This is an optimization exercise on Yosys and OpenROAD, whose aim is small area and a short achievable clock period, not a production implementation.
The RTL was checked by simulation tests, not by an equivalence proof against the original design.

==> inputs of violet <==
// cpu
module cpu(
    input Clk,
    input Reset,
    input [7:2] HWInt,
    output [3:0] Be,
    input [31:0] PrRD,
    output [31:2] PrAddr,
    output [31:0] PrWD,
    output PrWe,
    output [31:0] IMAddr,
    input [31:0] IMRD,
    input [31:0] DMRD
    );
make LEC_CHECK=0 CAP_MARGIN=20 CORE_MARGIN=2 CORE_UTILIZATION=40 SETUP_SLACK_MARGIN=5 SLEW_MARGIN=20 finish   # period 10.0 ns
run.sh (not shown) runs the stock make flow with config.mk's settings and CLKGATE_MAP_FILE= SYNTH_SCRIPT=/design/flow/synth_recipe.tcl, a recipe that flattens the netlist after the stock synthesis.
==> inputs of maple, as changes to violet <==
--- a/flow/design.v
+++ b/flow/design.v
@@ -130,16 +130,17 @@
     input  [3:0] ALUOp,      
     output reg [31:0] C,
     output V                 
     );
 	wire sub = (ALUOp == 4'd2) | (ALUOp == 4'd7) | (ALUOp == 4'd8);
 	wire [31:0] Bx = sub ? ~B : B;
-	wire [33:0] s2 = {1'b0, A, 1'b1} + {1'b0, Bx, sub};
-	wire [32:0] s = s2[33:1];
+	wire [32:0] s1 = {1'b0, A[30:0], 1'b1} + {1'b0, Bx[30:0], sub};
+	wire c31 = s1[32];
+	wire [32:0] s = {(A[31] & Bx[31]) | (c31 & (A[31] | Bx[31])), A[31] ^ Bx[31] ^ c31, s1[31:1]};
 	wire c32 = s[32];
-	assign V = (A[31] & Bx[31] & ~s[31]) | (~A[31] & ~Bx[31] & s[31]);
+	assign V = (A[31] & Bx[31] & ~c31) | (~A[31] & ~Bx[31] & c31);
 	wire lt  = s[31] ^ V;
 	wire ltu = ~c32;
 	wire sll = (ALUOp == 4'd9);
 	wire [31:0] x;
 	genvar k;
 	generate for (k = 0; k < 32; k = k + 1) begin : rev
@@ -167,12 +168,13 @@
 		endcase
 	end
 endmodule
 module grf(
     input  [4:0] A1n,
     input  [4:0] A2n,
+    input  Kill,             
     input  [4:0] A3,
     input  [31:0] Wd,
     input  Clk,
     input  Reset,
     output [31:0] Rd1,
     output [31:0] Rd2
@@ -187,14 +189,14 @@
 	wire [31:1] vn;
 	genvar i;
 	generate for (i = 1; i < 32; i = i + 1) begin : sel
 		assign vn[i] = ~Reset & (v[i] | (A3 == i));
 		always @(posedge Clk) begin
 			v[i] <= vn[i];
-			s1[i] <= (A1n == i) & vn[i];
-			s2[i] <= (A2n == i) & vn[i];
+			s1[i] <= ~Kill & (A1n == i) & vn[i];
+			s2[i] <= ~Kill & (A2n == i) & vn[i];
 		end
 	end endgenerate
 	reg [31:0] o1, o2;
 	integer k;
 	always @(*) begin
 		o1 = 32'b0;
@@ -226,26 +228,27 @@
 	reg        excF;                  
 	reg [31:2] LE;                    
 	reg [31:0] RSE, RTE;
 	reg [15:0] immE;
 	reg [3:0]  aluopE;
 	reg        asrcE, bsrcE, luiE, sgnE, calovE, ldE, stE;
-	reg [1:0]  beopE, dsrcE;
+	reg [1:0]  beopE;
+	reg        vE;                    
 	reg        lextE, bdjE, iscp0E, mtc0E, eretE, copepcE;
-	reg [4:0]  waE;
 	reg [1:0]  excE;                  
 	reg [31:2] LM;                    
 	reg [31:0] AOM, RTM;
 	reg [4:0]  rdM;
 	reg        ldM, stM;
-	reg [1:0]  beopM, dsrcM;
+	reg [1:0]  beopM;
+	reg        vM;
 	reg        lextM, bdjM, iscp0M, mtc0M, eretM, copepcM;
-	reg [4:0]  waM;
 	reg [2:0]  excM;                  
-	reg [31:0] WD;
-	reg [4:0]  WA;
+	reg [31:0] WD;                    
+	reg [31:0] WDr;                   
+	reg        vW;
 	reg        BDW;
 	reg [4:0] A3E, A3M, A3W;
 	reg m1E, m2E, m1M, m2M, m1W, m2W;
 	reg e1ao, e1lk, e1wd, e2ao, e2lk, e2wd;
 	reg x2, mwd;
 	reg       hcalE, hldE, hlinkE, hepcE, hcalM, hldM, hlinkM;
@@ -301,16 +304,16 @@
 	                  m1W             ? WD : Rd1;
 	wire [31:0] RTD = (m2E && hlinkE) ? {LE, 2'b00} :
 	                  (m2M && hcalM)  ? AOM :
 	                  (m2M && hlinkM) ? {LM, 2'b00} :
 	                  m2W             ? WD : Rd2;
 	wire ird_zero = Reset || exp_in || (~stall && eret) || (~stall && adelF);
-	wire [4:0] rsn = ird_zero ? 5'b0 : stall ? IRD[25:21] : IMRD[25:21];
-	wire [4:0] rtn = ird_zero ? 5'b0 : stall ? IRD[20:16] : IMRD[20:16];
+	wire [4:0] rsn = stall ? IRD[25:21] : IMRD[25:21];
+	wire [4:0] rtn = stall ? IRD[20:16] : IMRD[20:16];
 	grf rf (
-		.A1n(rsn), .A2n(rtn), .A3(WA), .Wd(WD),
+		.A1n(rsn), .A2n(rtn), .Kill(ird_zero), .A3(vW ? A3W : 5'b0), .Wd(WDr),
 		.Clk(Clk), .Reset(Reset), .Rd1(Rd1), .Rd2(Rd2)
 	);
 	wire eq = (RSD == RTD);
 	wire z  = (RSD == 32'b0);
 	wire taken = (beq & eq) | (bne & ~eq) | (bgez & ~RSD[31]) | (bltz & RSD[31]) |
 	             (blez & (RSD[31] | z)) | (bgtz & ~RSD[31] & ~z);
@@ -377,20 +380,20 @@
 			LE <= 30'd1;
 		end else begin
 			LE <= LD;
 		end
 		if (Reset || exp_in || stall) begin
 			aluopE <= 4'd0; asrcE <= 1'b0; bsrcE <= 1'b0; luiE <= 1'b0; sgnE <= 1'b0;
-			calovE <= 1'b0; ldE <= 1'b0; stE <= 1'b0; beopE <= 2'b0; dsrcE <= 2'd0;
+			calovE <= 1'b0; ldE <= 1'b0; stE <= 1'b0; beopE <= 2'b0; vE <= 1'b0;
 			lextE <= 1'b0; bdjE <= 1'b0; iscp0E <= 1'b0; mtc0E <= 1'b0; eretE <= 1'b0;
-			copepcE <= 1'b0; waE <= 5'b0; excE <= 2'd0;
+			copepcE <= 1'b0; excE <= 2'd0;
 		end else begin
 			aluopE <= aluop; asrcE <= asrc; bsrcE <= bsrc; luiE <= e_lui; sgnE <= e_sgn;
-			calovE <= calov; ldE <= load; stE <= store; beopE <= beop; dsrcE <= dsrc;
+			calovE <= calov; ldE <= load; stE <= store; beopE <= beop; vE <= 1'b1;
 			lextE <= lext; bdjE <= bdj; iscp0E <= iscp0; mtc0E <= mtc0; eretE <= eret;
-			copepcE <= copepc; waE <= a3; excE <= excF ? 2'd1 : ri ? 2'd2 : 2'd0;
+			copepcE <= copepc; excE <= excF ? 2'd1 : ri ? 2'd2 : 2'd0;
 		end
 	end
 	wire [31:0] RSEf = e1ao ? AOM :
 	                   e1lk ? {LM, 2'b00} :
 	                   e1wd ? WD : RSE;
 	wire [31:0] RTEf = e2ao ? AOM :
@@ -399,29 +402,29 @@
 	wire [31:0] ext = luiE ? {immE, 16'b0} : {{16{sgnE & immE[15]}}, immE};
 	wire [31:0] aluA = asrcE ? {27'b0, immE[10:6]} : RSEf;
 	wire [31:0] aluB = bsrcE ? ext : RTEf;
 	wire [31:0] C;
 	wire V;
 	alu ALU (.A(aluA), .B(aluB), .ALUOp(aluopE), .C(C), .V(V));
+	wire [2:0] vcode = ldE ? 3'd1 : stE ? 3'd3 : calovE ? 3'd4 : 3'd0;
+	wire       excE0 = (excE == 2'd0);
+	wire [2:0] excMn = excE0 ? ({3{V}} & vcode) : {1'b0, excE};
+	reg stq;                          
 	always @(posedge Clk) begin
 		RTM <= RTEf;
 		rdM <= immE[15:11];
 		if (Reset || exp_in) begin
 			LM <= 30'd1; AOM <= 32'b0;
-			ldM <= 1'b0; stM <= 1'b0; beopM <= 2'b0; dsrcM <= 2'd0; lextM <= 1'b0;
+			ldM <= 1'b0; stM <= 1'b0; beopM <= 2'b0; vM <= 1'b0; lextM <= 1'b0;
 			bdjM <= 1'b0; iscp0M <= 1'b0; mtc0M <= 1'b0; eretM <= 1'b0; copepcM <= 1'b0;
-			waM <= 5'b0; excM <= 3'd0;
+			excM <= 3'd0; stq <= 1'b0;
 		end else begin
 			LM <= LE; AOM <= C;
-			ldM <= ldE; stM <= stE; beopM <= beopE; dsrcM <= dsrcE; lextM <= lextE;
+			ldM <= ldE; stM <= stE; beopM <= beopE; vM <= vE; lextM <= lextE;
 			bdjM <= bdjE; iscp0M <= iscp0E; mtc0M <= mtc0E; eretM <= eretE; copepcM <= copepcE;
-			waM <= waE;
-			excM <= (excE != 2'd0) ? {1'b0, excE} :
-			        (V && ldE) ? 3'd1 :
-			        (V && stE) ? 3'd3 :
-			        (V && calovE) ? 3'd4 : 3'd0;
+			excM <= excMn; stq <= stE && excE0 && ~V;
 		end
 	end
 	assign D2write = mwd ? WD : RTM;
 	assign PrWD = D2write;
 	assign PrAddr = AOM[31:2];
 	wire word = beopM[1];
@@ -439,13 +442,16 @@
 	wire ovfL   = ovf && ldM;
 	wire ovfS   = (ovf || AOM == 32'h7f08) && stM;
 	wire excAny = (excM != 3'd0) || ovfL || ovfS;
 	reg [7:2] IMe;
 	wire IntReq = |(HWInt & IMe);
 	assign exp_in = (~EXL && excAny) || IntReq;
-	assign PrWe = stM && ~exp_in;
+	wire z17 = (AOM[31:15] == 17'b0);
+	wire okS = z17 && ((AOM[14:13] == 2'b00) ||
+	                   ((AOM[14:8] == 7'h7f) && ((okW && word && lo != 8'h08) || tube)));
+	assign PrWe = ~IntReq && ((stM && EXL) || (stq && okS));
 	wire [6:2] codeM = (excM == 3'd1) ? 5'd4 :
 	                   (excM == 3'd2) ? 5'd10 :
 	                   (excM == 3'd3) ? 5'd5 :
 	                   (excM == 3'd4) ? 5'd12 :
 	                   ovfL ? 5'd4 : 5'd5;
 	wire [31:0] cp0out = (rdM == 5'd12) ? {16'b0, IM, 8'b0, EXL, IE} :
@@ -501,30 +507,33 @@
 			2'b00: LDv = {{24{~lextM & DR[7]}},  DR[7:0]};
 			2'b01: LDv = {{24{~lextM & DR[15]}}, DR[15:8]};
 			2'b10: LDv = {{24{~lextM & DR[23]}}, DR[23:16]};
 			default: LDv = {{24{~lextM & DR[31]}}, DR[31:24]};
 		endcase
 	end
+	wire [1:0] dsrcM = vM ? {hlinkM | hldM, hlinkM | hcalM} : 2'd0;
 	wire [31:0] WDn = (dsrcM == 2'd1) ? AOM :
 	                  (dsrcM == 2'd2) ? LDv :
 	                  (dsrcM == 2'd3) ? {LM, 2'b00} : 32'h17230008;
+	always @(posedge Clk)
+		WDr <= WDn;
 	always @(posedge Clk) begin
 		if (Reset || exp_in) begin
 			WD <= 32'h17230008;
-			WA <= 5'b0;
+			vW <= 1'b0;
 			BDW <= 1'b0;
 		end else begin
 			WD <= WDn;
-			WA <= waM;
+			vW <= vM;
 			BDW <= bdjM;
 		end
 	end
 	wire [4:0] A3En = stall ? 5'b0 : a3;
 	wire [4:0] A3Wn = (hcalM | hldM | hlinkM) ? A3M : 5'b0;
-	wire [4:0] a1n = ird_zero ? 5'b0 : stall ? a1 : f_a1;
-	wire [4:0] a2n = ird_zero ? 5'b0 : stall ? a2 : f_a2;
+	wire [4:0] a1n = stall ? a1 : f_a1;
+	wire [4:0] a2n = stall ? a2 : f_a2;
 	wire anyE = hcalE | hldE | hlinkE;
 	wire anyM = hcalM | hldM | hlinkM;
 	always @(posedge Clk) begin
 		if (Reset) begin
 			A3E <= 5'b0; A3M <= 5'b0; A3W <= 5'b0;
 			hcalE <= 1'b0; hldE <= 1'b0; hlinkE <= 1'b0; hepcE <= 1'b0;
@@ -538,18 +547,18 @@
 			hcalE <= cal_r | cal_i;
 			hldE <= load | mfc0;
 			hlinkE <= jal | jalr;
 			A3M <= A3E;
 			hcalM <= hcalE; hldM <= hldE; hlinkM <= hlinkE;
 			A3W <= A3Wn;
-			m1E <= (a1n != 5'b0) && (a1n == A3En);
-			m2E <= (a2n != 5'b0) && (a2n == A3En);
-			m1M <= (a1n != 5'b0) && (a1n == A3E);
-			m2M <= (a2n != 5'b0) && (a2n == A3E);
-			m1W <= (a1n != 5'b0) && (a1n == A3Wn);
-			m2W <= (a2n != 5'b0) && (a2n == A3Wn);
+			m1E <= ~ird_zero && (a1n != 5'b0) && (a1n == A3En);
+			m2E <= ~ird_zero && (a2n != 5'b0) && (a2n == A3En);
+			m1M <= ~ird_zero && (a1n != 5'b0) && (a1n == A3E);
+			m2M <= ~ird_zero && (a2n != 5'b0) && (a2n == A3E);
+			m1W <= ~ird_zero && (a1n != 5'b0) && (a1n == A3Wn);
+			m2W <= ~ird_zero && (a2n != 5'b0) && (a2n == A3Wn);
 			e1ao <= ~stall & m1E & hcalE;
 			e1lk <= ~stall & m1E & hlinkE;
 			e1wd <= ~stall & m1M & anyM;
 			e2ao <= ~stall & m2E & hcalE;
 			e2lk <= ~stall & m2E & hlinkE;
 			e2wd <= ~stall & m2M & anyM;
==> flow/flow/run.sh (new file) <==
#!/bin/bash
# Layout flow: the standard ORFS flow (standard.sh: unchanged synthesis,
# floorplan, power grid, placement, CTS and routing) with two changes:
#  - the port buffers that placement inserts on every input and output are
#    buf_2 cells instead of the default clkdlybuf4s50 delay cells;
#  - timing repair aims at a setup slack of 5.25 ns (SETUP_SLACK_MARGIN) at
#    the design's clock period, to leave room for routing.
# The full make output goes to standard_flow.log; ORFS keeps each step's log
# under orfs/logs/.
set -euo pipefail
export BUFFER_PORTS_ARGS="-buffer_cell sky130_fd_sc_hd__buf_2"
export SETUP_SLACK_MARGIN=5.25
bash standard.sh > standard_flow.log 2>&1
==> flow/standard.sh (new file) <==
#!/bin/bash
# synth_recipe.tcl (not shown) runs the flow's synth.tcl, then flattens the netlist and writes it again
# the make line also repeats each setting of config.mk as NAME=value (left out here)
make -C /OpenROAD-flow-scripts/flow DESIGN_CONFIG=/design/flow/config.mk WORK_HOME=/design/flow/orfs CLKGATE_MAP_FILE= SYNTH_SCRIPT=/design/flow/synth_recipe.tcl "${@:-finish}"
- SETUP_SLACK_MARGIN: 5 -> not set
removed: flow/run.sh
==> metrics.md <==
| Metric | Value |
|---|---|
| Met3 routed WL | `72,700 µm` |
| Buffers & Inverters on Critical Path | `1` |
| Synth top area share | `37.7%` |
| Syn_nets | `7,765` |
| CP delay by family, top | `compound AO/OA/AOI/OAI gates` |
| HP Start | `bdjE$_SDFF_PN0_` |
| Outcome | `timing/DRC/antenna clean` |
| Placed cells | `10,080` |
[end of results for maple]
==> metrics.md <==
| Metric | Value |
|---|---|
| Outcome | `timing/DRC/antenna clean` |
| HP Start | `iscp0E$_SDFF_PP0_` |
| Post-synthesis mux area share | `3.35%` |
| Non-clk buf share | `5.35%` |
| CP delay by family, top | `simple AND/OR/NAND/NOR gates` |
| Placed cells | `9,818` |
| Buffers & Inverters on Critical Path | `3` |
| First-pass GRT wire length | `548,000 µm` |
| Met3 routed WL | `68,900 µm` |
| Routed wire length per instance | `40.0 µm` |
| Vias in the first global route | `67,068` |
| Non-CTS inverters | `239` |
[end of results for violet]

## static timing again, ports no longer ideal
In the flow no input, the clock included, has a driving cell. The finished layouts below were timed again as built, in two steps.
Step 1 sets driving cells, clkbuf_16 on the clock port and buf_2 on the other inputs (assumed; they add their load-dependent delay and slew).
Step 2 moves the port delays by t, midway between the first and last clock arrival at a register: inputs arrive t later, outputs are due t later. That takes back most of the time a late clock gives input paths.
a / b / c = ideal ports / drivers / drivers and shift; a / b = the first two.
run | shift t [ns] | setup WS [ns] | latest minus earliest clock arrival (ns) | slew at the worst register clock pin (ns)
violet | 0.945 | 4.803 / 4.704 / 4.302 | 0.073 / 0.072 | 0.07 / 0.07
maple | 0.960 | 4.895 / 4.895 / 4.598 | 0.066 / 0.066 | 0.07 / 0.07
After both steps setup and hold are still met in every run listed. The setup slack of violet, which loses most, moves by -0.099 ns with the drivers and by -0.501 ns with both steps.
